Context: an optimization exercise on an open-source flow, tuned for small area. The choices shown serve that exercise and are no tape-out recipe. In this exercise RTL edits were held to simulation tests only and were not proved equivalent to the original. No activity file was given, so power comes from the tool's default toggle rates.

==> job 720 <==
// CPU
module CPU #(
    parameter DATABITWIDTH = 16
)(
    input clk,
    input clk_en,
    input sync_rst,
    input  SystemEn,
    output HaltOut,
    output             [15:0] InstAddr,
    input              [15:0] InstData,
    input                    DataFlashEn,
    input              [9:0] FlashAddr,
    input [DATABITWIDTH-1:0] FlashData,
    output                    IOOutACK,
    input                     IOOutREQ,
    output              [3:0] IOMinorOpcode,
    output [DATABITWIDTH-1:0] IOOutAddress,
    output [DATABITWIDTH-1:0] IOOutData,
    output              [3:0] IOOutDestReg,
    input                     IOInACK,
    output                    IOInREQ,
    input               [3:0] IOInDestReg,
    input  [DATABITWIDTH-1:0] IOInData,
    output [DATABITWIDTH-1:0] RegisterWriteData_OUT,
    output                    RegisterWriteEn_OUT,
    output              [3:0] RegisterWriteAddr_OUT
);
    wire        StallEn;
    reg         s1_Valid;
    reg  [15:0] s1_Inst;
    always_ff @(posedge clk) begin
        if (sync_rst) begin
            s1_Valid <= 1'b0;
        end
        else if (SystemEn && clk_en) begin
            s1_Valid <= ~StallEn;
        end
    end
    always_ff @(posedge clk) begin
        if (SystemEn && clk_en) begin
            s1_Inst <= InstData;
        end
    end
    wire [3:0] Opc = s1_Inst[15:12];
    wire       OpALU0   = (Opc == 4'h0);
    wire       OpALU1   = (Opc == 4'h1);
    wire       OpCplx   = (Opc == 4'h2);
    wire       OpMem    = (Opc == 4'h3);
    wire       OpJAL    = (Opc[3:1] == 3'b100);
    wire       OpBranch = (Opc[3:1] == 3'b101);
    wire       OpImmAny = (Opc[3:2] == 2'b11);
    wire       OpUpper  = (Opc == 4'he);
    wire [3:0] RegAAddr = (s1_Inst[15] && s1_Inst[12]) ? {s1_Inst[11:10], 1'b0, s1_Inst[14]} : s1_Inst[11:8];
    wire [3:0] RegBAddr = s1_Inst[3:0];
    wire       RegANonZero = |RegAAddr;
    wire       JAL       = s1_Valid && OpJAL;
    wire       BranchV   = s1_Valid && OpBranch;
    wire       JumpEn    = BranchV && ~RegANonZero;
    wire       BranchFUE = JAL || (BranchV && RegANonZero);
    wire       BranchStall = BranchFUE;
    wire       MemEn     = s1_Valid && OpMem;
  ...
clock: 8.0 ns
lec_check: 0
cap_margin: 20
core_margin: 2
core_utilization: 50
slew_margin: 20
synth_hierarchical: 1
synth_minimum_keep_size: 0
standard.sh (not shown) runs the stock make flow with config.mk's settings and CLKGATE_MAP_FILE= SYNTH_SCRIPT=/design/flow/synth_recipe.tcl, a recipe that flattens the netlist after the stock synthesis.
==> flow/flow/run.sh <==
#!/bin/bash
set -euo pipefail
export BUFFER_PORTS_ARGS="-buffer_cell sky130_fd_sc_hd__buf_1"
export CTS_ARGS="-sink_clustering_enable -repair_clock_nets -dont_use_dummy_load -sink_clustering_size 24 -sink_clustering_max_diameter 80 -buf_list sky130_fd_sc_hd__clkbuf_16"
bash standard.sh > standard_make.log 2>&1
==> job 1554 (differences from job 720) <==
==> flow/flow/run.sh (replaced) <==
#!/bin/bash
set -euo pipefail
export BUFFER_PORTS_ARGS="-buffer_cell sky130_fd_sc_hd__buf_1"
export CTS_ARGS="-sink_clustering_enable -repair_clock_nets -dont_use_dummy_load -sink_clustering_size 28 -sink_clustering_max_diameter 90 -buf_list sky130_fd_sc_hd__clkbuf_16"
bash standard.sh > standard_make.log 2>&1
- CAP_MARGIN: 20 -> 10
- CORE_UTILIZATION: 50 -> 55
- SLEW_MARGIN: 20 -> 10
==> job 6809 (differences from job 720) <==
--- a/flow/design.v
+++ b/flow/design.v
@@ -435,16 +435,15 @@
     end
     wire        s2_AZero = (s2_A == 16'h0);
     wire [15:0] BranchAbs;
     wire        BranchCarry;
     assign BranchAbs[2:0] = s2_B[2:0];
     assign {BranchCarry, BranchAbs[15:3]} = {1'b0, s2_B[15:3]} + {10'h0, s2_Offset};
     reg  [15:0] PCReg;
-    wire [15:0] JumpImmediate = {{6{s1_Inst[9]}}, s1_Inst[9:0]};
-    wire [15:0] PCAddend = JumpEn ? JumpImmediate : s2_BranchEn ? s2_B : 16'h1;
+    wire [15:0] PCAddend = JumpEn ? DataB : s2_BranchEn ? s2_B : 16'h1;
     wire [15:0] PCSum;
     wire        PCSumCarry;
     assign {PCSumCarry, PCSum} = {1'b0, PCReg} + {1'b0, PCAddend};
     wire [15:0] NextPC = JumpEn ? (s1_Inst[12] ? PCSum : TargetAbs) :
                          (s2_BranchEn && ~s2_Rel) ? BranchAbs : PCSum;
     always_ff @(posedge clk) begin
         if (sync_rst) begin
==> flow/flow/run.sh (replaced) <==
#!/bin/bash
set -euo pipefail
export BUFFER_PORTS_ARGS="-buffer_cell sky130_fd_sc_hd__buf_1"
export CTS_ARGS="-sink_clustering_enable -repair_clock_nets -dont_use_dummy_load -sink_clustering_size 20 -sink_clustering_max_diameter 60 -buf_list sky130_fd_sc_hd__clkbuf_16"
bash standard.sh > standard_make.log 2>&1
==> job 2925 (differences from job 720) <==
--- a/flow/design.v
+++ b/flow/design.v
@@ -435,16 +435,15 @@
     end
     wire        s2_AZero = (s2_A == 16'h0);
     wire [15:0] BranchAbs;
     wire        BranchCarry;
     assign BranchAbs[2:0] = s2_B[2:0];
     assign {BranchCarry, BranchAbs[15:3]} = {1'b0, s2_B[15:3]} + {10'h0, s2_Offset};
     reg  [15:0] PCReg;
-    wire [15:0] JumpImmediate = {{6{s1_Inst[9]}}, s1_Inst[9:0]};
-    wire [15:0] PCAddend = JumpEn ? JumpImmediate : s2_BranchEn ? s2_B : 16'h1;
+    wire [15:0] PCAddend = JumpEn ? DataB : s2_BranchEn ? s2_B : 16'h1;
     wire [15:0] PCSum;
     wire        PCSumCarry;
     assign {PCSumCarry, PCSum} = {1'b0, PCReg} + {1'b0, PCAddend};
     wire [15:0] NextPC = JumpEn ? (s1_Inst[12] ? PCSum : TargetAbs) :
                          (s2_BranchEn && ~s2_Rel) ? BranchAbs : PCSum;
     always_ff @(posedge clk) begin
         if (sync_rst) begin
==> flow/flow/run.sh (replaced) <==
#!/bin/bash
set -euo pipefail
export BUFFER_PORTS_ARGS="-buffer_cell sky130_fd_sc_hd__buf_1"
export CTS_ARGS="-sink_clustering_enable -repair_clock_nets -dont_use_dummy_load -sink_clustering_size 28 -sink_clustering_max_diameter 90 -buf_list sky130_fd_sc_hd__clkbuf_16"
bash standard.sh > standard_make.log 2>&1
==> summary of the runs <==
Global-route usage, lowest first: job 720, job 2925, job 6809, job 1554. Final area: job 1554 < job 2925 < job 720 < job 6809. In job 1554 the clock power is larger than in job 2925, by about 3%. Sequential share of layout area: job 1554 > job 2925 > job 720 > job 6809. In job 720 the synthesized cell count is larger than in job 2925, by 0.71%. Against job 720, the first-iteration DRC count of job 6809 is higher by 5.1%. The highest routed wire length belongs to job 6809, the lowest to job 1554.

==> separate check: timing with driven ports <==
In the flow no input, the clock included, has a driving cell. The finished layouts below were timed again as built, in two steps.
Step 1: set_driving_cell puts a clkbuf_16 on clk and a buf_2 on each other input, an assumption about the parent block.
Step 2 adds t to the input delays and takes it off the output delays; t is the mean of the earliest and latest rising clock arrival at the registers after step 1. Input paths then give back, and output paths get back, about the clock's delay inside the block.
Slacks: ideal ports / drivers / drivers and shift; pairs: ideal ports / drivers.
| run | t (ns) | setup slack, ns | worst setup path at the end |
|---|---|---|---|
| job 720 | 0.726 | 0.416 / 0.347 / 0.574 | register to register |
| job 1554 | 0.729 | 0.454 / 0.379 / 0.543 | input to register |
| job 6809 | 0.724 | 0.491 / 0.491 / 0.491 | register to register |
| job 2925 | 0.717 | 0.551 / 0.551 / 0.551 | register to register |
After both steps every run listed still meets setup and hold.
